This design comes from an exercise in tuning for small area and a short achievable clock period on the open sky130 flow, not from production work. RTL that was checked went through simulation tests only; none was proved equivalent to the original. The RTL of run 2 was laid out without a check of its function. Power figures rest on the tool's default switching activity, not on a simulated workload.

==> flow/design.v (outline; a module is shown in full before it is edited, if it fits) <==
// module pid_controller: 1008 lines
// module pid_fa: 4 lines
// module pid_pg: 4 lines
// module pid_carry16: 24 lines
// module pid_ha: 4 lines
// module top: 23 lines
module top (
  input  logic        clk,
  input  logic        rst_n,
  input  logic [15:0] setpoint,
  input  logic [15:0] feedback,
  input  logic [15:0] Kp,
  input  logic [15:0] Ki,
  input  logic [15:0] Kd,
  input  logic [15:0] clk_prescaler,
  output logic [15:0] control_signal
);
  // ...
==> flow/flow/run.sh <==
#!/bin/bash
# The standard layout, with the port buffers made of plain buf_1 cells
# instead of the delay buffers buffer_ports picks on its own, and a larger
# setup margin for timing repair.
set -euo pipefail
export BUFFER_PORTS_ARGS="-buffer_cell sky130_fd_sc_hd__buf_1"
bash standard.sh SETUP_SLACK_MARGIN=6.5 finish > standard.log 2>&1
==> flow/standard.sh <==
#!/bin/bash
# synth_recipe.tcl (not shown) runs the flow's synth.tcl, then flattens the netlist and writes it again
# the make line also repeats each setting of config.mk as NAME=value (left out here)
make -C /OpenROAD-flow-scripts/flow DESIGN_CONFIG=/design/flow/config.mk WORK_HOME=/design/flow/orfs CLKGATE_MAP_FILE= SYNTH_SCRIPT=/design/flow/synth_recipe.tcl "${@:-finish}"
==> flow/config.mk <==
export PLATFORM = sky130hd
export DESIGN_NAME = top
export DESIGN_NICKNAME = top
export VERILOG_FILES = /design/flow/design.v
export SDC_FILE = /design/flow/constraint.sdc
export NUM_CORES = 4
export LEC_CHECK = 0
export ABC_AREA = 1
export CAP_MARGIN = 20
export CORE_MARGIN = 2
export CORE_UTILIZATION = 40
export SETUP_SLACK_MARGIN = 5
export SLEW_MARGIN = 20
export SYNTH_HIERARCHICAL = 1
export SYNTH_MINIMUM_KEEP_SIZE = 0
==> flow/constraint.sdc <==
create_clock -name core_clock -period 12.5 [get_ports {clk}]
set_input_delay 2.5000 -clock core_clock [delete_from_list [all_inputs] [get_ports {clk}]]
set_output_delay 2.5000 -clock core_clock [all_outputs]
set_load 0.01 [all_outputs]
==> summary.txt, run 1 <==
- Multiplexer share of the synthesized area: 0%
- Via-per-instance ratio: 5.089
- Critical-path top delay cell: fa_1
- Worst R2R Path Depth: 13
- Most used DFF post-synth: dfrtp_1
- Hold path cells: 1
- Largest area contributor in the netlist: fa_1
- GPL Wtd Cong: around 0.9
- CTS Sinks: roughly 120
- P_sw: just over 2 mW
- CTS root buffer: clkbuf_16
- Worst setup path category: primary input to register
- Total clock buffers created by CTS: 17
- Reg2reg end: u_dut.C3[15]$_DFF_PN0_
- Top class by area: multi-input gates
- Met3 Wirelength: approximately 3500 µm
- Synth area leaders: fa_1 (27%), dfrtp_1 (17%), nand2_1 (15%)
- Gr busiest metal: met2
- Non-filler cells, final: about 2700
- Hold WS: approximately 500 ps
- Antenna-violating nets left: 0
- Total Wirelength: between 40000 and 50000 µm
- Met2 usage: a little under two fifths
- Status: timing/DRC/antenna clean
- Post-synth EDFFs: 0
- Clock H-tree levels: 4
- Flop pwr share: roughly 14%
- Signal buffers: between 150 and 200
- Critical path arrival: roughly 6200 ps
==> inputs of run 2 (changes only) <==
--- a/flow/design.v
+++ b/flow/design.v
@@ -79,20 +79,20 @@
   assign X1[15] = smp ? I1[15] : C1[15];
   wire [15:0] X2;
   assign X2[0] = 1'b0;
   assign X2[1] = 1'b0;
   assign X2[2] = 1'b0;
   assign X2[3] = 1'b0;
   assign X2[4] = 1'b0;
   assign X2[5] = 1'b0;
-  assign X2[6] = 1'b0;
-  assign X2[7] = 1'b0;
-  assign X2[8] = ~smp & C2[8];
-  assign X2[9] = ~smp & C2[9];
+  assign X2[6] = ~smp & C2[6];
+  assign X2[7] = ~smp & C2[7];
+  assign X2[8] = smp ? I2[8] : C2[8];
+  assign X2[9] = smp ? I2[9] : C2[9];
   assign X2[10] = smp ? I2[10] : C2[10];
   assign X2[11] = smp ? I2[11] : C2[11];
   assign X2[12] = smp ? I2[12] : C2[12];
   assign X2[13] = smp ? I2[13] : C2[13];
   assign X2[14] = smp ? I2[14] : C2[14];
   assign X2[15] = smp ? I2[15] : C2[15];
   wire [15:0] X3;
   assign X3[0] = 1'b0;
@@ -100,18 +100,18 @@
   assign X3[2] = 1'b0;
   assign X3[3] = 1'b0;
   assign X3[4] = 1'b0;
   assign X3[5] = 1'b0;
   assign X3[6] = 1'b0;
   assign X3[7] = 1'b0;
   assign X3[8] = 1'b0;
   assign X3[9] = 1'b0;
-  assign X3[10] = 1'b0;
-  assign X3[11] = 1'b0;
+  assign X3[10] = ~smp & C3[10];
+  assign X3[11] = ~smp & C3[11];
   assign X3[12] = ~smp & C3[12];
   assign X3[13] = ~smp & C3[13];
   assign X3[14] = ~smp & C3[14];
   assign X3[15] = ~smp & C3[15];
   wire e_p0, e_g0;
   pid_pg u_e_pg0 (.a(setpoint[0]), .b(~feedback[0]), .g(e_g0), .p(e_p0));
   wire e_p1, e_g1;
   pid_pg u_e_pg1 (.a(setpoint[1]), .b(~feedback[1]), .g(e_g1), .p(e_p1));
@@ -529,87 +529,87 @@
   pid_fa u_it_33 (.a(I0[7]), .b(I1[7]), .c(it_26), .s(it_33), .co(it_34));
   wire it_35, it_36;
   pid_fa u_it_35 (.a(it_33), .b(kie_p0_7), .c(kie_p1_5), .s(it_35), .co(it_36));
   wire it_37, it_38;
   pid_fa u_it_37 (.a(kie_p2_3), .b(kie_p3_1), .c(it_28), .s(it_37), .co(it_38));
   wire it_39, it_40;
   pid_fa u_it_39 (.a(it_30), .b(it_35), .c(it_32), .s(it_39), .co(it_40));
   wire it_41, it_42;
-  pid_fa u_it_41 (.a(I0[8]), .b(I1[8]), .c(kid_neg4), .s(it_41), .co(it_42));
+  pid_fa u_it_41 (.a(I0[8]), .b(I1[8]), .c(I2[8]), .s(it_41), .co(it_42));
   wire it_43, it_44;
-  pid_fa u_it_43 (.a(it_41), .b(it_34), .c(kie_p0_8), .s(it_43), .co(it_44));
+  pid_fa u_it_43 (.a(it_41), .b(kid_neg4), .c(it_34), .s(it_43), .co(it_44));
   wire it_45, it_46;
-  pid_fa u_it_45 (.a(kie_p1_6), .b(kie_p2_4), .c(kie_p3_2), .s(it_45), .co(it_46));
+  pid_fa u_it_45 (.a(kie_p0_8), .b(kie_p1_6), .c(kie_p2_4), .s(it_45), .co(it_46));
   wire it_47, it_48;
-  pid_fa u_it_47 (.a(kie_p4_0), .b(it_36), .c(it_43), .s(it_47), .co(it_48));
+  pid_fa u_it_47 (.a(kie_p3_2), .b(kie_p4_0), .c(it_43), .s(it_47), .co(it_48));
   wire it_49, it_50;
-  pid_fa u_it_49 (.a(it_45), .b(it_38), .c(it_47), .s(it_49), .co(it_50));
+  pid_fa u_it_49 (.a(it_36), .b(it_45), .c(it_47), .s(it_49), .co(it_50));
   wire it_51, it_52;
-  pid_fa u_it_51 (.a(I0[9]), .b(I1[9]), .c(it_42), .s(it_51), .co(it_52));
+  pid_fa u_it_51 (.a(I0[9]), .b(I1[9]), .c(I2[9]), .s(it_51), .co(it_52));
   wire it_53, it_54;
-  pid_fa u_it_53 (.a(it_51), .b(kie_p0_9), .c(kie_p1_7), .s(it_53), .co(it_54));
+  pid_fa u_it_53 (.a(it_42), .b(it_51), .c(kie_p0_9), .s(it_53), .co(it_54));
   wire it_55, it_56;
-  pid_fa u_it_55 (.a(kie_p2_5), .b(kie_p3_3), .c(kie_p4_1), .s(it_55), .co(it_56));
+  pid_fa u_it_55 (.a(kie_p1_7), .b(kie_p2_5), .c(kie_p3_3), .s(it_55), .co(it_56));
   wire it_57, it_58;
-  pid_fa u_it_57 (.a(it_44), .b(it_46), .c(it_53), .s(it_57), .co(it_58));
+  pid_fa u_it_57 (.a(kie_p4_1), .b(it_44), .c(it_46), .s(it_57), .co(it_58));
   wire it_59, it_60;
-  pid_fa u_it_59 (.a(it_55), .b(it_48), .c(it_57), .s(it_59), .co(it_60));
+  pid_fa u_it_59 (.a(it_53), .b(it_55), .c(it_48), .s(it_59), .co(it_60));
   wire it_61, it_62;
   pid_fa u_it_61 (.a(I0[10]), .b(I1[10]), .c(I2[10]), .s(it_61), .co(it_62));
   wire it_63, it_64;
-  pid_fa u_it_63 (.a(it_61), .b(kid_neg5), .c(it_52), .s(it_63), .co(it_64));
+  pid_fa u_it_63 (.a(it_52), .b(it_61), .c(kid_neg5), .s(it_63), .co(it_64));
   wire it_65, it_66;
-  pid_fa u_it_65 (.a(kie_p0_10), .b(kie_p1_8), .c(kie_p2_6), .s(it_65), .co(it_66));
+  pid_fa u_it_65 (.a(it_63), .b(kie_p0_10), .c(kie_p1_8), .s(it_65), .co(it_66));
   wire it_67, it_68;
-  pid_fa u_it_67 (.a(kie_p3_4), .b(kie_p4_2), .c(kie_p5_0), .s(it_67), .co(it_68));
+  pid_fa u_it_67 (.a(kie_p2_6), .b(kie_p3_4), .c(kie_p4_2), .s(it_67), .co(it_68));
   wire it_69, it_70;
-  pid_fa u_it_69 (.a(it_63), .b(it_54), .c(it_56), .s(it_69), .co(it_70));
+  pid_fa u_it_69 (.a(kie_p5_0), .b(it_54), .c(it_56), .s(it_69), .co(it_70));
   wire it_71, it_72;
   pid_fa u_it_71 (.a(it_65), .b(it_67), .c(it_58), .s(it_71), .co(it_72));
   wire it_73, it_74;
   pid_fa u_it_73 (.a(I0[11]), .b(I1[11]), .c(I2[11]), .s(it_73), .co(it_74));
   wire it_75, it_76;
-  pid_fa u_it_75 (.a(it_62), .b(it_73), .c(kie_p0_11), .s(it_75), .co(it_76));
+  pid_fa u_it_75 (.a(it_62), .b(it_73), .c(it_64), .s(it_75), .co(it_76));
   wire it_77, it_78;
-  pid_fa u_it_77 (.a(kie_p1_9), .b(kie_p2_7), .c(kie_p3_5), .s(it_77), .co(it_78));
+  pid_fa u_it_77 (.a(it_75), .b(kie_p0_11), .c(kie_p1_9), .s(it_77), .co(it_78));
   wire it_79, it_80;
-  pid_fa u_it_79 (.a(kie_p4_3), .b(kie_p5_1), .c(it_64), .s(it_79), .co(it_80));
+  pid_fa u_it_79 (.a(kie_p2_7), .b(kie_p3_5), .c(kie_p4_3), .s(it_79), .co(it_80));
   wire it_81, it_82;
-  pid_fa u_it_81 (.a(it_66), .b(it_68), .c(it_75), .s(it_81), .co(it_82));
+  pid_fa u_it_81 (.a(kie_p5_1), .b(it_66), .c(it_68), .s(it_81), .co(it_82));
   wire it_83, it_84;
   pid_fa u_it_83 (.a(it_77), .b(it_79), .c(it_70), .s(it_83), .co(it_84));
   wire it_85, it_86;
   pid_fa u_it_85 (.a(I0[12]), .b(I1[12]), .c(I2[12]), .s(it_85), .co(it_86));
   wire it_87, it_88;
   pid_fa u_it_87 (.a(it_74), .b(it_85), .c(kid_neg6), .s(it_87), .co(it_88));
   wire it_89, it_90;
-  pid_fa u_it_89 (.a(it_87), .b(kie_p0_12), .c(kie_p1_10), .s(it_89), .co(it_90));
+  pid_fa u_it_89 (.a(it_87), .b(it_76), .c(kie_p0_12), .s(it_89), .co(it_90));
   wire it_91, it_92;
-  pid_fa u_it_91 (.a(kie_p2_8), .b(kie_p3_6), .c(kie_p4_4), .s(it_91), .co(it_92));
+  pid_fa u_it_91 (.a(kie_p1_10), .b(kie_p2_8), .c(kie_p3_6), .s(it_91), .co(it_92));
   wire it_93, it_94;
-  pid_fa u_it_93 (.a(kie_p5_2), .b(kie_p6_0), .c(it_76), .s(it_93), .co(it_94));
+  pid_fa u_it_93 (.a(kie_p4_4), .b(kie_p5_2), .c(kie_p6_0), .s(it_93), .co(it_94));
   wire it_95, it_96;
-  pid_fa u_it_95 (.a(it_78), .b(it_89), .c(it_91), .s(it_95), .co(it_96));
+  pid_fa u_it_95 (.a(it_78), .b(it_80), .c(it_89), .s(it_95), .co(it_96));
   wire it_97, it_98;
-  pid_fa u_it_97 (.a(it_80), .b(it_82), .c(it_93), .s(it_97), .co(it_98));
+  pid_fa u_it_97 (.a(it_91), .b(it_93), .c(it_82), .s(it_97), .co(it_98));
   wire it_99, it_100;
   pid_fa u_it_99 (.a(I0[13]), .b(I1[13]), .c(I2[13]), .s(it_99), .co(it_100));
   wire it_101, it_102;
   pid_fa u_it_101 (.a(it_86), .b(it_99), .c(it_88), .s(it_101), .co(it_102));
   wire it_103, it_104;
   pid_fa u_it_103 (.a(it_101), .b(kie_p0_13), .c(kie_p1_11), .s(it_103), .co(it_104));
   wire it_105, it_106;
   pid_fa u_it_105 (.a(kie_p2_9), .b(kie_p3_7), .c(kie_p4_5), .s(it_105), .co(it_106));
   wire it_107, it_108;
   pid_fa u_it_107 (.a(kie_p5_3), .b(kie_p6_1), .c(it_90), .s(it_107), .co(it_108));
   wire it_109, it_110;
-  pid_fa u_it_109 (.a(it_92), .b(it_103), .c(it_105), .s(it_109), .co(it_110));
+  pid_fa u_it_109 (.a(it_92), .b(it_94), .c(it_103), .s(it_109), .co(it_110));
   wire it_111, it_112;
-  pid_fa u_it_111 (.a(it_94), .b(it_96), .c(it_107), .s(it_111), .co(it_112));
+  pid_fa u_it_111 (.a(it_105), .b(it_96), .c(it_107), .s(it_111), .co(it_112));
   wire it_113, it_114;
   pid_fa u_it_113 (.a(I0[14]), .b(I1[14]), .c(I2[14]), .s(it_113), .co(it_114));
   wire it_115, it_116;
   pid_fa u_it_115 (.a(it_100), .b(it_113), .c(kid_neg7), .s(it_115), .co(it_116));
   wire it_117, it_118;
   pid_fa u_it_117 (.a(it_115), .b(it_102), .c(kie_p0_14), .s(it_117), .co(it_118));
   wire it_119, it_120;
   pid_fa u_it_119 (.a(kie_p1_12), .b(kie_p2_10), .c(kie_p3_8), .s(it_119), .co(it_120));
@@ -683,65 +683,65 @@
   pid_fa u_ct_43 (.a(ct_30), .b(ct_41), .c(kse_p0_5), .s(ct_43), .co(ct_44));
   wire ct_45, ct_46;
   pid_fa u_ct_45 (.a(kse_p1_3), .b(kse_p2_1), .c(ct_32), .s(ct_45), .co(ct_46));
   wire ct_47, ct_48;
   pid_fa u_ct_47 (.a(ct_34), .b(ct_43), .c(ct_45), .s(ct_47), .co(ct_48));
   wire ct_49, ct_50;
   pid_fa u_ct_49 (.a(pd_neg3), .b(X0[6]), .c(X1[6]), .s(ct_49), .co(ct_50));
   wire ct_51, ct_52;
-  pid_fa u_ct_51 (.a(ct_49), .b(ct_38), .c(kdp_p0_6), .s(ct_51), .co(ct_52));
+  pid_fa u_ct_51 (.a(X2[6]), .b(ct_49), .c(ct_38), .s(ct_51), .co(ct_52));
   wire ct_53, ct_54;
-  pid_fa u_ct_53 (.a(kdp_p1_4), .b(kdp_p2_2), .c(kdp_p3_0), .s(ct_53), .co(ct_54));
+  pid_fa u_ct_53 (.a(ct_51), .b(kdp_p0_6), .c(kdp_p1_4), .s(ct_53), .co(ct_54));
   wire ct_55, ct_56;
-  pid_fa u_ct_55 (.a(ct_40), .b(ct_51), .c(ct_53), .s(ct_55), .co(ct_56));
+  pid_fa u_ct_55 (.a(kdp_p2_2), .b(kdp_p3_0), .c(ct_40), .s(ct_55), .co(ct_56));
   wire ct_57, ct_58;
-  pid_fa u_ct_57 (.a(ed_neg3), .b(ct_42), .c(ct_55), .s(ct_57), .co(ct_58));
+  pid_fa u_ct_57 (.a(ct_53), .b(ed_neg3), .c(ct_42), .s(ct_57), .co(ct_58));
   wire ct_59, ct_60;
-  pid_fa u_ct_59 (.a(kse_p0_6), .b(kse_p1_4), .c(kse_p2_2), .s(ct_59), .co(ct_60));
+  pid_fa u_ct_59 (.a(ct_55), .b(kse_p0_6), .c(kse_p1_4), .s(ct_59), .co(ct_60));
   wire ct_61, ct_62;
-  pid_fa u_ct_61 (.a(kse_p3_0), .b(ct_57), .c(ct_44), .s(ct_61), .co(ct_62));
+  pid_fa u_ct_61 (.a(kse_p2_2), .b(kse_p3_0), .c(ct_57), .s(ct_61), .co(ct_62));
   wire ct_63, ct_64;
-  pid_fa u_ct_63 (.a(ct_59), .b(ct_46), .c(ct_61), .s(ct_63), .co(ct_64));
+  pid_fa u_ct_63 (.a(ct_44), .b(ct_59), .c(ct_46), .s(ct_63), .co(ct_64));
   wire ct_65, ct_66;
-  pid_fa u_ct_65 (.a(X0[7]), .b(X1[7]), .c(ct_50), .s(ct_65), .co(ct_66));
+  pid_fa u_ct_65 (.a(X0[7]), .b(X1[7]), .c(X2[7]), .s(ct_65), .co(ct_66));
   wire ct_67, ct_68;
-  pid_fa u_ct_67 (.a(ct_65), .b(kdp_p0_7), .c(kdp_p1_5), .s(ct_67), .co(ct_68));
+  pid_fa u_ct_67 (.a(ct_50), .b(ct_65), .c(ct_52), .s(ct_67), .co(ct_68));
   wire ct_69, ct_70;
-  pid_fa u_ct_69 (.a(kdp_p2_3), .b(kdp_p3_1), .c(ct_52), .s(ct_69), .co(ct_70));
+  pid_fa u_ct_69 (.a(ct_67), .b(kdp_p0_7), .c(kdp_p1_5), .s(ct_69), .co(ct_70));
   wire ct_71, ct_72;
-  pid_fa u_ct_71 (.a(ct_54), .b(ct_67), .c(ct_56), .s(ct_71), .co(ct_72));
+  pid_fa u_ct_71 (.a(kdp_p2_3), .b(kdp_p3_1), .c(ct_54), .s(ct_71), .co(ct_72));
   wire ct_73, ct_74;
-  pid_fa u_ct_73 (.a(ct_69), .b(kse_p0_7), .c(kse_p1_5), .s(ct_73), .co(ct_74));
+  pid_fa u_ct_73 (.a(ct_69), .b(ct_56), .c(ct_71), .s(ct_73), .co(ct_74));
   wire ct_75, ct_76;
-  pid_fa u_ct_75 (.a(kse_p2_3), .b(kse_p3_1), .c(ct_71), .s(ct_75), .co(ct_76));
+  pid_fa u_ct_75 (.a(kse_p0_7), .b(kse_p1_5), .c(kse_p2_3), .s(ct_75), .co(ct_76));
   wire ct_77, ct_78;
-  pid_fa u_ct_77 (.a(ct_58), .b(ct_60), .c(ct_73), .s(ct_77), .co(ct_78));
+  pid_fa u_ct_77 (.a(kse_p3_1), .b(ct_58), .c(ct_73), .s(ct_77), .co(ct_78));
   wire ct_79, ct_80;
-  pid_fa u_ct_79 (.a(ct_75), .b(ct_62), .c(ct_77), .s(ct_79), .co(ct_80));
+  pid_fa u_ct_79 (.a(ct_60), .b(ct_75), .c(ct_62), .s(ct_79), .co(ct_80));
   wire ct_81, ct_82;
   pid_fa u_ct_81 (.a(pd_neg4), .b(X0[8]), .c(X1[8]), .s(ct_81), .co(ct_82));
   wire ct_83, ct_84;
-  pid_fa u_ct_83 (.a(X2[8]), .b(ct_81), .c(ct_66), .s(ct_83), .co(ct_84));
+  pid_fa u_ct_83 (.a(X2[8]), .b(ct_66), .c(ct_81), .s(ct_83), .co(ct_84));
   wire ct_85, ct_86;
-  pid_fa u_ct_85 (.a(ct_83), .b(kdp_p0_8), .c(kdp_p1_6), .s(ct_85), .co(ct_86));
+  pid_fa u_ct_85 (.a(ct_83), .b(ct_68), .c(kdp_p0_8), .s(ct_85), .co(ct_86));
   wire ct_87, ct_88;
-  pid_fa u_ct_87 (.a(kdp_p2_4), .b(kdp_p3_2), .c(kdp_p4_0), .s(ct_87), .co(ct_88));
+  pid_fa u_ct_87 (.a(kdp_p1_6), .b(kdp_p2_4), .c(kdp_p3_2), .s(ct_87), .co(ct_88));
   wire ct_89, ct_90;
-  pid_fa u_ct_89 (.a(ct_68), .b(ct_85), .c(ct_87), .s(ct_89), .co(ct_90));
+  pid_fa u_ct_89 (.a(kdp_p4_0), .b(ct_70), .c(ct_85), .s(ct_89), .co(ct_90));
   wire ct_91, ct_92;
-  pid_fa u_ct_91 (.a(ed_neg4), .b(ct_70), .c(ct_89), .s(ct_91), .co(ct_92));
+  pid_fa u_ct_91 (.a(ct_87), .b(ed_neg4), .c(ct_72), .s(ct_91), .co(ct_92));
   wire ct_93, ct_94;
-  pid_fa u_ct_93 (.a(kse_p0_8), .b(kse_p1_6), .c(kse_p2_4), .s(ct_93), .co(ct_94));
+  pid_fa u_ct_93 (.a(ct_89), .b(kse_p0_8), .c(kse_p1_6), .s(ct_93), .co(ct_94));
   wire ct_95, ct_96;
-  pid_fa u_ct_95 (.a(kse_p3_2), .b(kse_p4_0), .c(ct_72), .s(ct_95), .co(ct_96));
+  pid_fa u_ct_95 (.a(kse_p2_4), .b(kse_p3_2), .c(kse_p4_0), .s(ct_95), .co(ct_96));
   wire ct_97, ct_98;
-  pid_fa u_ct_97 (.a(ct_91), .b(ct_74), .c(ct_93), .s(ct_97), .co(ct_98));
+  pid_fa u_ct_97 (.a(ct_91), .b(ct_74), .c(ct_76), .s(ct_97), .co(ct_98));
   wire ct_99, ct_100;
-  pid_fa u_ct_99 (.a(ct_76), .b(ct_95), .c(ct_78), .s(ct_99), .co(ct_100));
+  pid_fa u_ct_99 (.a(ct_93), .b(ct_95), .c(ct_78), .s(ct_99), .co(ct_100));
   wire ct_101, ct_102;
   pid_fa u_ct_101 (.a(X0[9]), .b(X1[9]), .c(X2[9]), .s(ct_101), .co(ct_102));
   wire ct_103, ct_104;
   pid_fa u_ct_103 (.a(ct_82), .b(ct_101), .c(ct_84), .s(ct_103), .co(ct_104));
   wire ct_105, ct_106;
   pid_fa u_ct_105 (.a(ct_103), .b(kdp_p0_9), .c(kdp_p1_7), .s(ct_105), .co(ct_106));
   wire ct_107, ct_108;
   pid_fa u_ct_107 (.a(kdp_p2_5), .b(kdp_p3_3), .c(kdp_p4_1), .s(ct_107), .co(ct_108));
@@ -749,123 +749,123 @@
   pid_fa u_ct_109 (.a(ct_86), .b(ct_88), .c(ct_105), .s(ct_109), .co(ct_110));
   wire ct_111, ct_112;
   pid_fa u_ct_111 (.a(ct_107), .b(ct_90), .c(ct_109), .s(ct_111), .co(ct_112));
   wire ct_113, ct_114;
   pid_fa u_ct_113 (.a(kse_p0_9), .b(kse_p1_7), .c(kse_p2_5), .s(ct_113), .co(ct_114));
   wire ct_115, ct_116;
   pid_fa u_ct_115 (.a(kse_p3_3), .b(kse_p4_1), .c(ct_92), .s(ct_115), .co(ct_116));
   wire ct_117, ct_118;
-  pid_fa u_ct_117 (.a(ct_111), .b(ct_94), .c(ct_113), .s(ct_117), .co(ct_118));
+  pid_fa u_ct_117 (.a(ct_111), .b(ct_94), .c(ct_96), .s(ct_117), .co(ct_118));
   wire ct_119, ct_120;
-  pid_fa u_ct_119 (.a(ct_96), .b(ct_115), .c(ct_98), .s(ct_119), .co(ct_120));
+  pid_fa u_ct_119 (.a(ct_113), .b(ct_115), .c(ct_98), .s(ct_119), .co(ct_120));
   wire ct_121, ct_122;
   pid_fa u_ct_121 (.a(pd_neg5), .b(X0[10]), .c(X1[10]), .s(ct_121), .co(ct_122));
   wire ct_123, ct_124;
-  pid_fa u_ct_123 (.a(X2[10]), .b(ct_102), .c(ct_121), .s(ct_123), .co(ct_124));
+  pid_fa u_ct_123 (.a(X2[10]), .b(X3[10]), .c(ct_102), .s(ct_123), .co(ct_124));
   wire ct_125, ct_126;
-  pid_fa u_ct_125 (.a(ct_123), .b(ct_104), .c(kdp_p0_10), .s(ct_125), .co(ct_126));
+  pid_fa u_ct_125 (.a(ct_121), .b(ct_123), .c(ct_104), .s(ct_125), .co(ct_126));
   wire ct_127, ct_128;
-  pid_fa u_ct_127 (.a(kdp_p1_8), .b(kdp_p2_6), .c(kdp_p3_4), .s(ct_127), .co(ct_128));
+  pid_fa u_ct_127 (.a(ct_125), .b(kdp_p0_10), .c(kdp_p1_8), .s(ct_127), .co(ct_128));
   wire ct_129, ct_130;
-  pid_fa u_ct_129 (.a(kdp_p4_2), .b(kdp_p5_0), .c(ct_106), .s(ct_129), .co(ct_130));
+  pid_fa u_ct_129 (.a(kdp_p2_6), .b(kdp_p3_4), .c(kdp_p4_2), .s(ct_129), .co(ct_130));
   wire ct_131, ct_132;
-  pid_fa u_ct_131 (.a(ct_108), .b(ct_125), .c(ct_127), .s(ct_131), .co(ct_132));
+  pid_fa u_ct_131 (.a(kdp_p5_0), .b(ct_106), .c(ct_108), .s(ct_131), .co(ct_132));
   wire ct_133, ct_134;
-  pid_fa u_ct_133 (.a(ed_neg5), .b(ct_110), .c(ct_129), .s(ct_133), .co(ct_134));
+  pid_fa u_ct_133 (.a(ct_127), .b(ct_129), .c(ed_neg5), .s(ct_133), .co(ct_134));
   wire ct_135, ct_136;
-  pid_fa u_ct_135 (.a(ct_131), .b(kse_p0_10), .c(kse_p1_8), .s(ct_135), .co(ct_136));
+  pid_fa u_ct_135 (.a(ct_110), .b(ct_131), .c(kse_p0_10), .s(ct_135), .co(ct_136));
   wire ct_137, ct_138;
-  pid_fa u_ct_137 (.a(kse_p2_6), .b(kse_p3_4), .c(kse_p4_2), .s(ct_137), .co(ct_138));
+  pid_fa u_ct_137 (.a(kse_p1_8), .b(kse_p2_6), .c(kse_p3_4), .s(ct_137), .co(ct_138));
   wire ct_139, ct_140;
-  pid_fa u_ct_139 (.a(kse_p5_0), .b(ct_112), .c(ct_133), .s(ct_139), .co(ct_140));
+  pid_fa u_ct_139 (.a(kse_p4_2), .b(kse_p5_0), .c(ct_133), .s(ct_139), .co(ct_140));
   wire ct_141, ct_142;
-  pid_fa u_ct_141 (.a(ct_114), .b(ct_135), .c(ct_137), .s(ct_141), .co(ct_142));
+  pid_fa u_ct_141 (.a(ct_112), .b(ct_114), .c(ct_135), .s(ct_141), .co(ct_142));
   wire ct_143, ct_144;
-  pid_fa u_ct_143 (.a(ct_116), .b(ct_139), .c(ct_118), .s(ct_143), .co(ct_144));
+  pid_fa u_ct_143 (.a(ct_137), .b(ct_139), .c(ct_116), .s(ct_143), .co(ct_144));
   wire ct_145, ct_146;
   pid_fa u_ct_145 (.a(X0[11]), .b(X1[11]), .c(X2[11]), .s(ct_145), .co(ct_146));
   wire ct_147, ct_148;
-  pid_fa u_ct_147 (.a(ct_122), .b(ct_145), .c(ct_124), .s(ct_147), .co(ct_148));
+  pid_fa u_ct_147 (.a(X3[11]), .b(ct_122), .c(ct_145), .s(ct_147), .co(ct_148));
   wire ct_149, ct_150;
-  pid_fa u_ct_149 (.a(ct_147), .b(kdp_p0_11), .c(kdp_p1_9), .s(ct_149), .co(ct_150));
+  pid_fa u_ct_149 (.a(ct_124), .b(ct_147), .c(ct_126), .s(ct_149), .co(ct_150));
   wire ct_151, ct_152;
-  pid_fa u_ct_151 (.a(kdp_p2_7), .b(kdp_p3_5), .c(kdp_p4_3), .s(ct_151), .co(ct_152));
+  pid_fa u_ct_151 (.a(ct_149), .b(kdp_p0_11), .c(kdp_p1_9), .s(ct_151), .co(ct_152));
   wire ct_153, ct_154;
-  pid_fa u_ct_153 (.a(kdp_p5_1), .b(ct_126), .c(ct_128), .s(ct_153), .co(ct_154));
+  pid_fa u_ct_153 (.a(kdp_p2_7), .b(kdp_p3_5), .c(kdp_p4_3), .s(ct_153), .co(ct_154));
   wire ct_155, ct_156;
-  pid_fa u_ct_155 (.a(ct_149), .b(ct_151), .c(ct_130), .s(ct_155), .co(ct_156));
+  pid_fa u_ct_155 (.a(kdp_p5_1), .b(ct_128), .c(ct_130), .s(ct_155), .co(ct_156));
   wire ct_157, ct_158;
-  pid_fa u_ct_157 (.a(ct_132), .b(ct_153), .c(kse_p0_11), .s(ct_157), .co(ct_158));
+  pid_fa u_ct_157 (.a(ct_151), .b(ct_153), .c(ct_132), .s(ct_157), .co(ct_158));
   wire ct_159, ct_160;
-  pid_fa u_ct_159 (.a(kse_p1_9), .b(kse_p2_7), .c(kse_p3_5), .s(ct_159), .co(ct_160));
+  pid_fa u_ct_159 (.a(ct_155), .b(ct_134), .c(kse_p0_11), .s(ct_159), .co(ct_160));
   wire ct_161, ct_162;
-  pid_fa u_ct_161 (.a(kse_p4_3), .b(kse_p5_1), .c(ct_155), .s(ct_161), .co(ct_162));
+  pid_fa u_ct_161 (.a(kse_p1_9), .b(kse_p2_7), .c(kse_p3_5), .s(ct_161), .co(ct_162));
   wire ct_163, ct_164;
-  pid_fa u_ct_163 (.a(ct_134), .b(ct_136), .c(ct_138), .s(ct_163), .co(ct_164));
+  pid_fa u_ct_163 (.a(kse_p4_3), .b(kse_p5_1), .c(ct_157), .s(ct_163), .co(ct_164));
   wire ct_165, ct_166;
-  pid_fa u_ct_165 (.a(ct_157), .b(ct_159), .c(ct_140), .s(ct_165), .co(ct_166));
+  pid_fa u_ct_165 (.a(ct_136), .b(ct_138), .c(ct_140), .s(ct_165), .co(ct_166));
   wire ct_167, ct_168;
-  pid_fa u_ct_167 (.a(ct_161), .b(ct_142), .c(ct_163), .s(ct_167), .co(ct_168));
+  pid_fa u_ct_167 (.a(ct_159), .b(ct_161), .c(ct_163), .s(ct_167), .co(ct_168));
   wire ct_169, ct_170;
   pid_fa u_ct_169 (.a(pd_neg6), .b(X0[12]), .c(X1[12]), .s(ct_169), .co(ct_170));
   wire ct_171, ct_172;
   pid_fa u_ct_171 (.a(X2[12]), .b(X3[12]), .c(ct_146), .s(ct_171), .co(ct_172));
   wire ct_173, ct_174;
-  pid_fa u_ct_173 (.a(ct_169), .b(ct_171), .c(ct_148), .s(ct_173), .co(ct_174));
+  pid_fa u_ct_173 (.a(ct_169), .b(ct_148), .c(ct_171), .s(ct_173), .co(ct_174));
   wire ct_175, ct_176;
-  pid_fa u_ct_175 (.a(ct_173), .b(kdp_p0_12), .c(kdp_p1_10), .s(ct_175), .co(ct_176));
+  pid_fa u_ct_175 (.a(ct_173), .b(ct_150), .c(kdp_p0_12), .s(ct_175), .co(ct_176));
   wire ct_177, ct_178;
-  pid_fa u_ct_177 (.a(kdp_p2_8), .b(kdp_p3_6), .c(kdp_p4_4), .s(ct_177), .co(ct_178));
+  pid_fa u_ct_177 (.a(kdp_p1_10), .b(kdp_p2_8), .c(kdp_p3_6), .s(ct_177), .co(ct_178));
   wire ct_179, ct_180;
-  pid_fa u_ct_179 (.a(kdp_p5_2), .b(kdp_p6_0), .c(ct_150), .s(ct_179), .co(ct_180));
+  pid_fa u_ct_179 (.a(kdp_p4_4), .b(kdp_p5_2), .c(kdp_p6_0), .s(ct_179), .co(ct_180));
   wire ct_181, ct_182;
-  pid_fa u_ct_181 (.a(ct_152), .b(ct_175), .c(ct_177), .s(ct_181), .co(ct_182));
+  pid_fa u_ct_181 (.a(ct_152), .b(ct_154), .c(ct_175), .s(ct_181), .co(ct_182));
   wire ct_183, ct_184;
-  pid_fa u_ct_183 (.a(ed_neg6), .b(ct_154), .c(ct_179), .s(ct_183), .co(ct_184));
+  pid_fa u_ct_183 (.a(ct_177), .b(ct_179), .c(ed_neg6), .s(ct_183), .co(ct_184));
   wire ct_185, ct_186;
-  pid_fa u_ct_185 (.a(ct_181), .b(kse_p0_12), .c(kse_p1_10), .s(ct_185), .co(ct_186));
+  pid_fa u_ct_185 (.a(ct_156), .b(ct_181), .c(kse_p0_12), .s(ct_185), .co(ct_186));
   wire ct_187, ct_188;
-  pid_fa u_ct_187 (.a(kse_p2_8), .b(kse_p3_6), .c(kse_p4_4), .s(ct_187), .co(ct_188));
+  pid_fa u_ct_187 (.a(kse_p1_10), .b(kse_p2_8), .c(kse_p3_6), .s(ct_187), .co(ct_188));
   wire ct_189, ct_190;
-  pid_fa u_ct_189 (.a(kse_p5_2), .b(kse_p6_0), .c(ct_156), .s(ct_189), .co(ct_190));
+  pid_fa u_ct_189 (.a(kse_p4_4), .b(kse_p5_2), .c(kse_p6_0), .s(ct_189), .co(ct_190));
   wire ct_191, ct_192;
   pid_fa u_ct_191 (.a(ct_183), .b(ct_158), .c(ct_160), .s(ct_191), .co(ct_192));
   wire ct_193, ct_194;
-  pid_fa u_ct_193 (.a(ct_185), .b(ct_187), .c(ct_162), .s(ct_193), .co(ct_194));
+  pid_fa u_ct_193 (.a(ct_162), .b(ct_185), .c(ct_187), .s(ct_193), .co(ct_194));
   wire ct_195, ct_196;
-  pid_fa u_ct_195 (.a(ct_189), .b(ct_164), .c(ct_191), .s(ct_195), .co(ct_196));
+  pid_fa u_ct_195 (.a(ct_189), .b(ct_164), .c(ct_166), .s(ct_195), .co(ct_196));
   wire ct_197, ct_198;
   pid_fa u_ct_197 (.a(X0[13]), .b(X1[13]), .c(X2[13]), .s(ct_197), .co(ct_198));
   wire ct_199, ct_200;
   pid_fa u_ct_199 (.a(X3[13]), .b(ct_170), .c(ct_197), .s(ct_199), .co(ct_200));
   wire ct_201, ct_202;
   pid_fa u_ct_201 (.a(ct_172), .b(ct_199), .c(ct_174), .s(ct_201), .co(ct_202));
   wire ct_203, ct_204;
   pid_fa u_ct_203 (.a(ct_201), .b(kdp_p0_13), .c(kdp_p1_11), .s(ct_203), .co(ct_204));
   wire ct_205, ct_206;
   pid_fa u_ct_205 (.a(kdp_p2_9), .b(kdp_p3_7), .c(kdp_p4_5), .s(ct_205), .co(ct_206));
   wire ct_207, ct_208;
   pid_fa u_ct_207 (.a(kdp_p5_3), .b(kdp_p6_1), .c(ct_176), .s(ct_207), .co(ct_208));
   wire ct_209, ct_210;
-  pid_fa u_ct_209 (.a(ct_178), .b(ct_203), .c(ct_205), .s(ct_209), .co(ct_210));
+  pid_fa u_ct_209 (.a(ct_178), .b(ct_180), .c(ct_203), .s(ct_209), .co(ct_210));
   wire ct_211, ct_212;
-  pid_fa u_ct_211 (.a(ct_180), .b(ct_182), .c(ct_207), .s(ct_211), .co(ct_212));
+  pid_fa u_ct_211 (.a(ct_205), .b(ct_182), .c(ct_207), .s(ct_211), .co(ct_212));
   wire ct_213, ct_214;
-  pid_fa u_ct_213 (.a(ct_209), .b(kse_p0_13), .c(kse_p1_11), .s(ct_213), .co(ct_214));
+  pid_fa u_ct_213 (.a(ct_209), .b(ct_184), .c(kse_p0_13), .s(ct_213), .co(ct_214));
   wire ct_215, ct_216;
-  pid_fa u_ct_215 (.a(kse_p2_9), .b(kse_p3_7), .c(kse_p4_5), .s(ct_215), .co(ct_216));
+  pid_fa u_ct_215 (.a(kse_p1_11), .b(kse_p2_9), .c(kse_p3_7), .s(ct_215), .co(ct_216));
   wire ct_217, ct_218;
-  pid_fa u_ct_217 (.a(kse_p5_3), .b(kse_p6_1), .c(ct_184), .s(ct_217), .co(ct_218));
+  pid_fa u_ct_217 (.a(kse_p4_5), .b(kse_p5_3), .c(kse_p6_1), .s(ct_217), .co(ct_218));
   wire ct_219, ct_220;
   pid_fa u_ct_219 (.a(ct_211), .b(ct_186), .c(ct_188), .s(ct_219), .co(ct_220));
   wire ct_221, ct_222;
-  pid_fa u_ct_221 (.a(ct_213), .b(ct_215), .c(ct_190), .s(ct_221), .co(ct_222));
+  pid_fa u_ct_221 (.a(ct_190), .b(ct_213), .c(ct_215), .s(ct_221), .co(ct_222));
   wire ct_223, ct_224;
-  pid_fa u_ct_223 (.a(ct_217), .b(ct_192), .c(ct_219), .s(ct_223), .co(ct_224));
+  pid_fa u_ct_223 (.a(ct_217), .b(ct_192), .c(ct_194), .s(ct_223), .co(ct_224));
   wire ct_225, ct_226;
   pid_fa u_ct_225 (.a(pd_neg7), .b(X0[14]), .c(X1[14]), .s(ct_225), .co(ct_226));
   wire ct_227, ct_228;
   pid_fa u_ct_227 (.a(X2[14]), .b(X3[14]), .c(ct_198), .s(ct_227), .co(ct_228));
   wire ct_229, ct_230;
   pid_fa u_ct_229 (.a(ct_225), .b(ct_200), .c(ct_227), .s(ct_229), .co(ct_230));
   wire ct_231, ct_232;
   pid_fa u_ct_231 (.a(ct_229), .b(ct_202), .c(kdp_p0_14), .s(ct_231), .co(ct_232));
@@ -883,19 +883,19 @@
   pid_fa u_ct_243 (.a(ct_237), .b(ct_239), .c(kse_p0_14), .s(ct_243), .co(ct_244));
   wire ct_245, ct_246;
   pid_fa u_ct_245 (.a(kse_p1_12), .b(kse_p2_10), .c(kse_p3_8), .s(ct_245), .co(ct_246));
   wire ct_247, ct_248;
   pid_fa u_ct_247 (.a(kse_p4_6), .b(kse_p5_4), .c(kse_p6_2), .s(ct_247), .co(ct_248));
   wire ct_249, ct_250;
   pid_fa u_ct_249 (.a(kse_p7_0), .b(ct_212), .c(ct_241), .s(ct_249), .co(ct_250));
   wire ct_251, ct_252;
-  pid_fa u_ct_251 (.a(ct_214), .b(ct_216), .c(ct_243), .s(ct_251), .co(ct_252));
+  pid_fa u_ct_251 (.a(ct_214), .b(ct_216), .c(ct_218), .s(ct_251), .co(ct_252));
   wire ct_253, ct_254;
-  pid_fa u_ct_253 (.a(ct_245), .b(ct_247), .c(ct_218), .s(ct_253), .co(ct_254));
+  pid_fa u_ct_253 (.a(ct_243), .b(ct_245), .c(ct_247), .s(ct_253), .co(ct_254));
   wire ct_255, ct_256;
   pid_fa u_ct_255 (.a(ct_249), .b(ct_220), .c(ct_222), .s(ct_255), .co(ct_256));
   wire ct_257, ct_258;
   pid_fa u_ct_257 (.a(X0[15]), .b(X1[15]), .c(X2[15]), .s(ct_257), .co(ct_258));
   wire ct_259, ct_260;
   pid_fa u_ct_259 (.a(X3[15]), .b(ct_226), .c(ct_257), .s(ct_259), .co(ct_260));
   wire ct_261, ct_262;
   pid_fa u_ct_261 (.a(ct_228), .b(ct_259), .c(ct_230), .s(ct_261), .co(ct_262));
@@ -919,94 +919,102 @@
   pid_fa u_ct_279 (.a(kse_p5_5), .b(kse_p6_3), .c(kse_p7_1), .s(ct_279), .co(ct_280));
   wire ct_281, ct_282;
   pid_fa u_ct_281 (.a(ct_242), .b(ct_273), .c(ct_244), .s(ct_281), .co(ct_282));
   wire ct_283, ct_284;
   pid_fa u_ct_283 (.a(ct_246), .b(ct_248), .c(ct_275), .s(ct_283), .co(ct_284));
   wire ct_285, ct_286;
   pid_fa u_ct_285 (.a(ct_277), .b(ct_279), .c(ct_250), .s(ct_285), .co(ct_286));
   wire ct_287, ct_288;
-  pid_fa u_ct_287 (.a(ct_252), .b(ct_281), .c(ct_283), .s(ct_287), .co(ct_288));
+  pid_fa u_ct_287 (.a(ct_252), .b(ct_254), .c(ct_281), .s(ct_287), .co(ct_288));
   always_ff @(posedge clk or negedge rst_n) begin
     if (!rst_n) begin
       prev <= 16'h0000;
       I0 <= 16'h0000;
       I1 <= 16'h0000;
       I2 <= 16'h0000;
       C0 <= 16'h0000;
       C1 <= 16'h0000;
       C2 <= 16'h0000;
       C3 <= 16'h0000;
     end else begin
       if (smp) prev <= e;
-      I0 <= {it_141, it_125, it_109, it_95, it_81, it_69, it_50, it_40, it_37, it_24, it_18, it_15, it_8, kie_p1_0, it_3, it_1};
-      I1 <= {it_128, it_112, it_98, it_84, it_72, it_60, it_59, it_49, it_39, it_31, it_23, it_17, it_11, it_7, kie_p0_1, kie_p0_0};
-      I2 <= {it_143, it_127, it_111, it_97, it_83, it_71, 1'b0, 1'b0, 1'b0, 1'b0, 1'b0, 1'b0, 1'b0, 1'b0, 1'b0, 1'b0};
-      C0 <= {ct_254, ct_251, ct_194, ct_166, ct_165, ct_141, ct_117, ct_97, ct_64, ct_48, ct_36, ct_24, ct_21, ct_8, kse_p0_1, kse_p0_0};
-      C1 <= {ct_285, ct_253, ct_221, ct_193, ct_144, ct_120, ct_100, ct_80, ct_79, ct_63, ct_47, ct_35, ct_23, ct_15, ct_7, ct_3};
-      C2 <= {ct_256, ct_224, ct_196, ct_168, ct_167, ct_143, ct_119, ct_99, 1'b0, 1'b0, 1'b0, 1'b0, 1'b0, 1'b0, 1'b0, 1'b0};
-      C3 <= {ct_287, ct_255, ct_223, ct_195, 1'b0, 1'b0, 1'b0, 1'b0, 1'b0, 1'b0, 1'b0, 1'b0, 1'b0, 1'b0, 1'b0, 1'b0};
+      I0 <= {it_141, it_125, it_109, it_95, it_81, it_69, it_57, it_38, it_37, it_24, it_18, it_15, it_8, kie_p1_0, it_3, it_1};
+      I1 <= {it_128, it_112, it_98, it_84, it_72, it_60, it_50, it_49, it_39, it_31, it_23, it_17, it_11, it_7, kie_p0_1, kie_p0_0};
+      I2 <= {it_143, it_127, it_111, it_97, it_83, it_71, it_59, it_40, 1'b0, 1'b0, 1'b0, 1'b0, 1'b0, 1'b0, 1'b0, 1'b0};
+      C0 <= {ct_283, ct_251, ct_219, ct_191, ct_142, ct_118, ct_117, ct_97, ct_77, ct_61, ct_36, ct_24, ct_21, ct_8, kse_p0_1, kse_p0_0};
+      C1 <= {ct_285, ct_253, ct_221, ct_193, ct_165, ct_141, ct_100, ct_80, ct_64, ct_48, ct_47, ct_35, ct_23, ct_15, ct_7, ct_3};
+      C2 <= {ct_256, ct_224, ct_196, ct_168, ct_144, ct_143, ct_119, ct_99, ct_79, ct_63, 1'b0, 1'b0, 1'b0, 1'b0, 1'b0, 1'b0};
+      C3 <= {ct_287, ct_255, ct_223, ct_195, ct_167, ct_120, 1'b0, 1'b0, 1'b0, 1'b0, 1'b0, 1'b0, 1'b0, 1'b0, 1'b0, 1'b0};
     end
   end
   wire ot_1, ot_2;
-  pid_ha u_ot_1 (.a(C0[8]), .b(C1[8]), .s(ot_1), .co(ot_2));
+  pid_ha u_ot_1 (.a(C0[6]), .b(C1[6]), .s(ot_1), .co(ot_2));
   wire ot_3, ot_4;
-  pid_fa u_ot_3 (.a(C0[9]), .b(C1[9]), .c(C2[9]), .s(ot_3), .co(ot_4));
+  pid_fa u_ot_3 (.a(C0[7]), .b(C1[7]), .c(C2[7]), .s(ot_3), .co(ot_4));
   wire ot_5, ot_6;
-  pid_fa u_ot_5 (.a(C0[10]), .b(C1[10]), .c(C2[10]), .s(ot_5), .co(ot_6));
+  pid_fa u_ot_5 (.a(C0[8]), .b(C1[8]), .c(C2[8]), .s(ot_5), .co(ot_6));
   wire ot_7, ot_8;
-  pid_fa u_ot_7 (.a(C0[11]), .b(C1[11]), .c(C2[11]), .s(ot_7), .co(ot_8));
+  pid_fa u_ot_7 (.a(C0[9]), .b(C1[9]), .c(C2[9]), .s(ot_7), .co(ot_8));
   wire ot_9, ot_10;
-  pid_fa u_ot_9 (.a(C0[12]), .b(C1[12]), .c(C2[12]), .s(ot_9), .co(ot_10));
+  pid_fa u_ot_9 (.a(C0[10]), .b(C1[10]), .c(C2[10]), .s(ot_9), .co(ot_10));
   wire ot_11, ot_12;
-  pid_ha u_ot_11 (.a(C3[12]), .b(ot_8), .s(ot_11), .co(ot_12));
+  pid_ha u_ot_11 (.a(C3[10]), .b(ot_8), .s(ot_11), .co(ot_12));
   wire ot_13, ot_14;
-  pid_fa u_ot_13 (.a(C0[13]), .b(C1[13]), .c(C2[13]), .s(ot_13), .co(ot_14));
+  pid_fa u_ot_13 (.a(C0[11]), .b(C1[11]), .c(C2[11]), .s(ot_13), .co(ot_14));
   wire ot_15, ot_16;
-  pid_fa u_ot_15 (.a(C3[13]), .b(ot_10), .c(ot_13), .s(ot_15), .co(ot_16));
+  pid_fa u_ot_15 (.a(C3[11]), .b(ot_10), .c(ot_13), .s(ot_15), .co(ot_16));
   wire ot_17, ot_18;
-  pid_fa u_ot_17 (.a(C0[14]), .b(C1[14]), .c(C2[14]), .s(ot_17), .co(ot_18));
+  pid_fa u_ot_17 (.a(C0[12]), .b(C1[12]), .c(C2[12]), .s(ot_17), .co(ot_18));
   wire ot_19, ot_20;
-  pid_fa u_ot_19 (.a(C3[14]), .b(ot_14), .c(ot_17), .s(ot_19), .co(ot_20));
+  pid_fa u_ot_19 (.a(C3[12]), .b(ot_14), .c(ot_17), .s(ot_19), .co(ot_20));
   wire ot_21, ot_22;
-  pid_fa u_ot_21 (.a(C0[15]), .b(C1[15]), .c(C2[15]), .s(ot_21), .co(ot_22));
+  pid_fa u_ot_21 (.a(C0[13]), .b(C1[13]), .c(C2[13]), .s(ot_21), .co(ot_22));
   wire ot_23, ot_24;
-  pid_fa u_ot_23 (.a(C3[15]), .b(ot_18), .c(ot_21), .s(ot_23), .co(ot_24));
+  pid_fa u_ot_23 (.a(C3[13]), .b(ot_18), .c(ot_21), .s(ot_23), .co(ot_24));
+  wire ot_25, ot_26;
+  pid_fa u_ot_25 (.a(C0[14]), .b(C1[14]), .c(C2[14]), .s(ot_25), .co(ot_26));
+  wire ot_27, ot_28;
+  pid_fa u_ot_27 (.a(C3[14]), .b(ot_22), .c(ot_25), .s(ot_27), .co(ot_28));
+  wire ot_29, ot_30;
+  pid_fa u_ot_29 (.a(C0[15]), .b(C1[15]), .c(C2[15]), .s(ot_29), .co(ot_30));
+  wire ot_31, ot_32;
+  pid_fa u_ot_31 (.a(C3[15]), .b(ot_26), .c(ot_29), .s(ot_31), .co(ot_32));
   wire csum_p0, csum_g0;
   pid_pg u_csum_pg0 (.a(C0[0]), .b(C1[0]), .g(csum_g0), .p(csum_p0));
   wire csum_p1, csum_g1;
   pid_pg u_csum_pg1 (.a(C0[1]), .b(C1[1]), .g(csum_g1), .p(csum_p1));
   wire csum_p2, csum_g2;
   pid_pg u_csum_pg2 (.a(C0[2]), .b(C1[2]), .g(csum_g2), .p(csum_p2));
   wire csum_p3, csum_g3;
   pid_pg u_csum_pg3 (.a(C0[3]), .b(C1[3]), .g(csum_g3), .p(csum_p3));
   wire csum_p4, csum_g4;
   pid_pg u_csum_pg4 (.a(C0[4]), .b(C1[4]), .g(csum_g4), .p(csum_p4));
   wire csum_p5, csum_g5;
   pid_pg u_csum_pg5 (.a(C0[5]), .b(C1[5]), .g(csum_g5), .p(csum_p5));
   wire csum_p6, csum_g6;
-  pid_pg u_csum_pg6 (.a(C0[6]), .b(C1[6]), .g(csum_g6), .p(csum_p6));
+  pid_pg u_csum_pg6 (.a(C2[6]), .b(ot_1), .g(csum_g6), .p(csum_p6));
   wire csum_p7, csum_g7;
-  pid_pg u_csum_pg7 (.a(C0[7]), .b(C1[7]), .g(csum_g7), .p(csum_p7));
+  pid_pg u_csum_pg7 (.a(ot_2), .b(ot_3), .g(csum_g7), .p(csum_p7));
   wire csum_p8, csum_g8;
-  pid_pg u_csum_pg8 (.a(C2[8]), .b(ot_1), .g(csum_g8), .p(csum_p8));
+  pid_pg u_csum_pg8 (.a(ot_4), .b(ot_5), .g(csum_g8), .p(csum_p8));
   wire csum_p9, csum_g9;
-  pid_pg u_csum_pg9 (.a(ot_2), .b(ot_3), .g(csum_g9), .p(csum_p9));
+  pid_pg u_csum_pg9 (.a(ot_6), .b(ot_7), .g(csum_g9), .p(csum_p9));
   wire csum_p10, csum_g10;
-  pid_pg u_csum_pg10 (.a(ot_4), .b(ot_5), .g(csum_g10), .p(csum_p10));
+  pid_pg u_csum_pg10 (.a(ot_9), .b(ot_11), .g(csum_g10), .p(csum_p10));
   wire csum_p11, csum_g11;
-  pid_pg u_csum_pg11 (.a(ot_6), .b(ot_7), .g(csum_g11), .p(csum_p11));
+  pid_pg u_csum_pg11 (.a(ot_12), .b(ot_15), .g(csum_g11), .p(csum_p11));
   wire csum_p12, csum_g12;
-  pid_pg u_csum_pg12 (.a(ot_9), .b(ot_11), .g(csum_g12), .p(csum_p12));
+  pid_pg u_csum_pg12 (.a(ot_16), .b(ot_19), .g(csum_g12), .p(csum_p12));
   wire csum_p13, csum_g13;
-  pid_pg u_csum_pg13 (.a(ot_12), .b(ot_15), .g(csum_g13), .p(csum_p13));
+  pid_pg u_csum_pg13 (.a(ot_20), .b(ot_23), .g(csum_g13), .p(csum_p13));
   wire csum_p14, csum_g14;
-  pid_pg u_csum_pg14 (.a(ot_16), .b(ot_19), .g(csum_g14), .p(csum_p14));
+  pid_pg u_csum_pg14 (.a(ot_24), .b(ot_27), .g(csum_g14), .p(csum_p14));
   wire csum_p15, csum_g15;
-  pid_pg u_csum_pg15 (.a(ot_20), .b(ot_23), .g(csum_g15), .p(csum_p15));
+  pid_pg u_csum_pg15 (.a(ot_28), .b(ot_31), .g(csum_g15), .p(csum_p15));
   wire [15:0] csum_c;
   pid_carry16 u_csum_cy (.g({csum_g15, csum_g14, csum_g13, csum_g12, csum_g11, csum_g10, csum_g9, csum_g8, csum_g7, csum_g6, csum_g5, csum_g4, csum_g3, csum_g2, csum_g1, csum_g0}), .p({csum_p15, csum_p14, csum_p13, csum_p12, csum_p11, csum_p10, csum_p9, csum_p8, csum_p7, csum_p6, csum_p5, csum_p4, csum_p3, csum_p2, csum_p1, csum_p0}), .ci(1'b0), .c(csum_c));
   wire [15:0] csum = {csum_p15, csum_p14, csum_p13, csum_p12, csum_p11, csum_p10, csum_p9, csum_p8, csum_p7, csum_p6, csum_p5, csum_p4, csum_p3, csum_p2, csum_p1, csum_p0} ^ csum_c;
   assign control_signal = csum;
 endmodule
 module pid_fa(input logic a, b, c, output logic s, co);
   assign s = a ^ b ^ c;
   assign co = (a & b) | (a & c) | (b & c);
==> flow/flow/run.sh (replaced) <==
#!/bin/bash
# The standard layout, with the port buffers made of plain buf_1 cells
# instead of the delay buffers buffer_ports picks on its own, and a larger
# setup margin for timing repair.
set -euo pipefail
export BUFFER_PORTS_ARGS="-buffer_cell sky130_fd_sc_hd__buf_1"
bash standard.sh SETUP_SLACK_MARGIN=7.5 finish > standard.log 2>&1
==> run 2 against run 1 <==
  * Still clean on timing, DRC and antenna
  * Non-clock buffer count up 111
  * Design area up 18%
  * Register-to-register slack better by 480 ps
  * Routed wire length up 9.7%
  * Die area up 1.6%
  * First-iteration DRC count down 4.8%
  * Global-route usage up 2.2 points
  * Synthesized cell count up 1.1%
  * Largest power group unchanged
  * Highest routed layer is now met4
==> summary.txt, run 2 <==
- Worst Hold End: u_dut.clk_divider[0]$_DFF_PN0_
- Worst-Margin Slew: between 1000 and 1500 ps
- Final Max Slew Viols: 0
- Total Wirelength: 54050 µm (+9.7%)
- Clk slew on worst S/H paths: about 70 ps
- TritonRoute pass-1 iters: 5
- CP endpoint kind: register
- First-pass GRT wire length: 83610 µm
- Min-delay worst type: register to register
- Dpl cells: roughly 2600
- Hold path cells: 1 (unchanged)
- Initial DRC Count: 975
- Status: timing/DRC/antenna clean
- Final clock skew: 9.094 ps
- Port Buffer Count: 113
- F_max: about 180 MHz
- Post-synth cell types: 44
- Min-delay src: u_dut.clk_divider[0]$_DFF_PN0_
- Setup-failing EPs final: 0
- CP startpoint kind: primary input
- Slew Limit Headroom: roughly 24%
- TritonCTS clock tree: done
- Dpl hpwl: ~40000 µm
- Ys async rst share: 100.0%
- Clk Latency, worst-skew pair: around 450 ps
- Routed length per instance: 19.34 µm
- Clock Path Buffers: 2
- Post-Syn Instances: about 2000
- Vias in the first global route: 14860
- Total clock buffers created by CTS: 17 (unchanged)
- Post-synthesis register bit count: approximately 120
- Syn avg cell area: roughly 8.4 µm²
- Critical-path top delay cell: fa_1
- Antenna-violating nets left: 0 (unchanged)
- Final Cycle Share: 45.03%
- DRC violation count after routing: 0
- Power Dens Cells: 243.4 nW/µm²
- Commonest non-fill, non-tap cell in the layout: nand2_1
- CTS Hold Bufs: 0
- Via-per-instance ratio: 5.153 (+1.3%)
- Largest area contributor in the netlist: fa_1
- Clock H-tree levels: 4 (unchanged)
- Rows: 74
- Synth warn: 10
- Die Span X: 208.7 µm
- # IOs: ~110
- Post-synth EDFFs: 0 (unchanged)
- Ant diodes: 0
- Leakage: 10.91 nW
- Tmin final: 5628 ps
- Starting density of the core: between 40 and 50%
- Initial antenna violation count: 0
- CTS Sinks: 121 (+5.2%)
- Critical path arrival: 5950 ps (-260 ps)
- CP Data Required Time: roughly 13000 ps
- Synth area leaders: fa_1 (27%), dfrtp_1 (18%), nand2_1 (15%)
- Worst IR Drop VDD: just over 200 µV
- Die height: 208.7 µm
- Net count, final: around 2700
- RSZ-0062 raised after global routing: yes
- Synthesized area: approximately 17000 µm²
- All-layer global routing usage: 25.26%
- CTS root buffer: clkbuf_16
- Grt ovf: 0
- Max-Cap Viols: 0
- Count leader, synth: nand2_1
- Sequential area share after synthesis: between 10% and 20%
- Most used DFF post-synth: dfrtp_1
- Largest net degree at the start of global routing: 70
- Maximum fanout along the worst path: 7
- R2R setup slack: 7100 ps
- Via count: 14400
- Reg2reg end: u_dut.C3[14]$_DFF_PN0_
- Final hold viol count: 0
- R2R Path Start: u_dut.prev[7]$_DFFE_PN0P_
- Fillers: between 3000 and 4000
- Die Area: between 40000 and 50000 µm²
- Core area: 41110 µm²
- Layout cells sized above 1: between 20% and 30%
- Max incr delay on CP: 490 ps
- Worst setup path category: primary input to register
- GPL Wtd Cong: 0.9231 (+2.2%)
- Most frequent cells in the layout: nand2_1 (578), inv_1 (193), fa_1 (134), dfrtp_1 (119), buf_4 (103)
- Non-filler cells, final: 2794 (+4.9%)
- Commonest cells post-synth: nand2_1 (657), fa_1 (230), inv_1 (224)
- Syn-to-layout area delta: 31.99%
- Worst R2R Path Depth: 13 (unchanged)
- Most frequent CP cell: nand2_4
- Sum Neg Setup Slack: 0 ps
- Synth top area share: roughly 27%
[run 2: changes by cell type after synthesis, moves of 3 or more]
| cell | delta |
|---|---|
| buf_2 | +6 |
| nand3_1 | -3 |
| buf_1 | -6 |
| fa_1 | +4 |
| dfrtp_1 | +6 |
| nand2_1 | +5 |
| nor2_1 | +3 |
[run 2: layout make-up]
type                    count  area, µm²  area share, %
multi-input cells        1596      14660          66.26
clock buffers              17      425.4          1.923
flip-flops and latches    121       3033          13.71
clock inverters            15      155.1         0.7014
inverters                 232      942.2          4.259
well taps                 532      665.6          3.009
repair buffers            281       2241          10.13
[run 2: per-module statistics from Yosys, one instance, submodules excluded, a selection]
module | times used | cells inside | flops+latches
pid_carry16 | 3 | 69 | 0
pid_pg | 48 | 1 | 0
pid_controller | 1 | 1519 | 121
pid_ha | 2 | 1 | 0
pid_fa | 230 | 1 | 0
[run 2: worst max-delay path, delay by kind of cell]
family	cells	cell delay (ps)
buffers and inverters	5	470
AND/OR/NAND/NOR	13	950
XOR/XNOR	2	340
adder cells (fa/ha/maj)	5	1670
[run 2: logic make-up (layout without fill, tap and decap cells)]
family | Yosys count | in the layout | share of synthesized area [%]
AO/OA/AOI/OAI | 254 | 254 | 8.870
XOR/XNOR | 225 | 225 | 12.57
adder cells (fa/ha/maj) | 315 | 315 | 33.82
buffers and inverters | 293 | 545 | 7.264
flip-flops | 121 | 121 | 18.07
other | 2 | 6 | 0.04481
AND/OR/NAND/NOR | 796 | 796 | 19.37
[run 2: repair_timing]
item,4_1_cts,5_1_grt
gates cloned,4,0
buffers inserted,123,29
resized for setup,294,112
endpoints found under the hold margin,0,0
pin swaps,135,88
setup endpoints to repair,77,73
[run 2: per-layer routing]
metal	up-vias	GRT usage, %	wire, µm
met5	-	0	0
met4	0	9.384	2064
met3	112	5.816	3319
met2	476	41.79	26070
met1	7111	32.37	22600
li1	6698	-	-
[run 2: where the power goes]
group	leakage, nW	total (mW)	internal (mW)	switching [mW]
combinational	9.12	4.28	1.93	2.35
clock	0.286	0.503	0.282	0.221
sequential	1.50	0.601	0.528	0.0729
[run 2: how the worst max path moves through the flow]
stage | startpoint | endpoint | slack (ps) | depth (start not counted)
floorplan | feedback[0] | u_dut.C3[12]$_DFF_PN0_ | 6660 | 20
global placement | feedback[0] | u_dut.C3[14]$_DFF_PN0_ | 5670 | 20
detailed placement | feedback[0] | u_dut.C3[14]$_DFF_PN0_ | 5600 | 20
CTS | u_dut.C2[11]$_DFF_PN0_ | control_signal[15] | 6790 | 11
global route | feedback[0] | u_dut.C3[15]$_DFF_PN0_ | 6750 | 23
finish | feedback[0] | u_dut.C3[15]$_DFF_PN0_ | 6870 | 25
[run 2: per-stage QoR]
step | hold WS (ps) | setup slack (ps) | instance area, µm² | util, % | power (mW)
floorplan | 449.4 | 6658 | 17640 | - | 2.930
CTS | 487.2 | 6792 | 21450 | 52.18 | 5.023
global route | 517.3 | 6747 | 22120 | 53.81 | 5.829
global placement | 475.0 | 5671 | 18430 | 44.83 | 4.019
detailed placement | 476.3 | 5604 | 18430 | 44.83 | 4.070
finish | 478.2 | 6872 | 22120 | 53.81 | 5.384

what the ideal ports hide:
Ports are ideal in the flow. The routed layouts listed here were re-timed in OpenROAD.
Step 1: set_driving_cell puts a clkbuf_16 on clk and a buf_2 on each other input, an assumption about the parent block.
Step 2 also shifts input and output timing later by t, the mid clock arrival at the registers, as if the neighbouring blocks saw the same clock.
Three values: no drivers, after step 1, after step 2; two values: the first two.
| run | shift t [ns] | slack for setup (ns) | worst hold slack (ns) | latest minus earliest clock arrival (ns) | pins driven straight from the clock port |
|---|---|---|---|---|---|
| run 1 | 0.484 | 6.594 / 6.569 / 6.140 | 0.496 / 0.496 / 0.496 | 0.014 / 0.014 | 1 |
| run 2 | 0.491 | 6.872 / 6.837 / 6.381 | 0.478 / 0.478 / 0.478 | 0.011 / 0.011 | 1 |
After both steps every run listed still meets setup and hold. For run 2, which loses most, drivers alone change the setup slack by -0.035 ns; drivers and shift together by -0.491 ns.
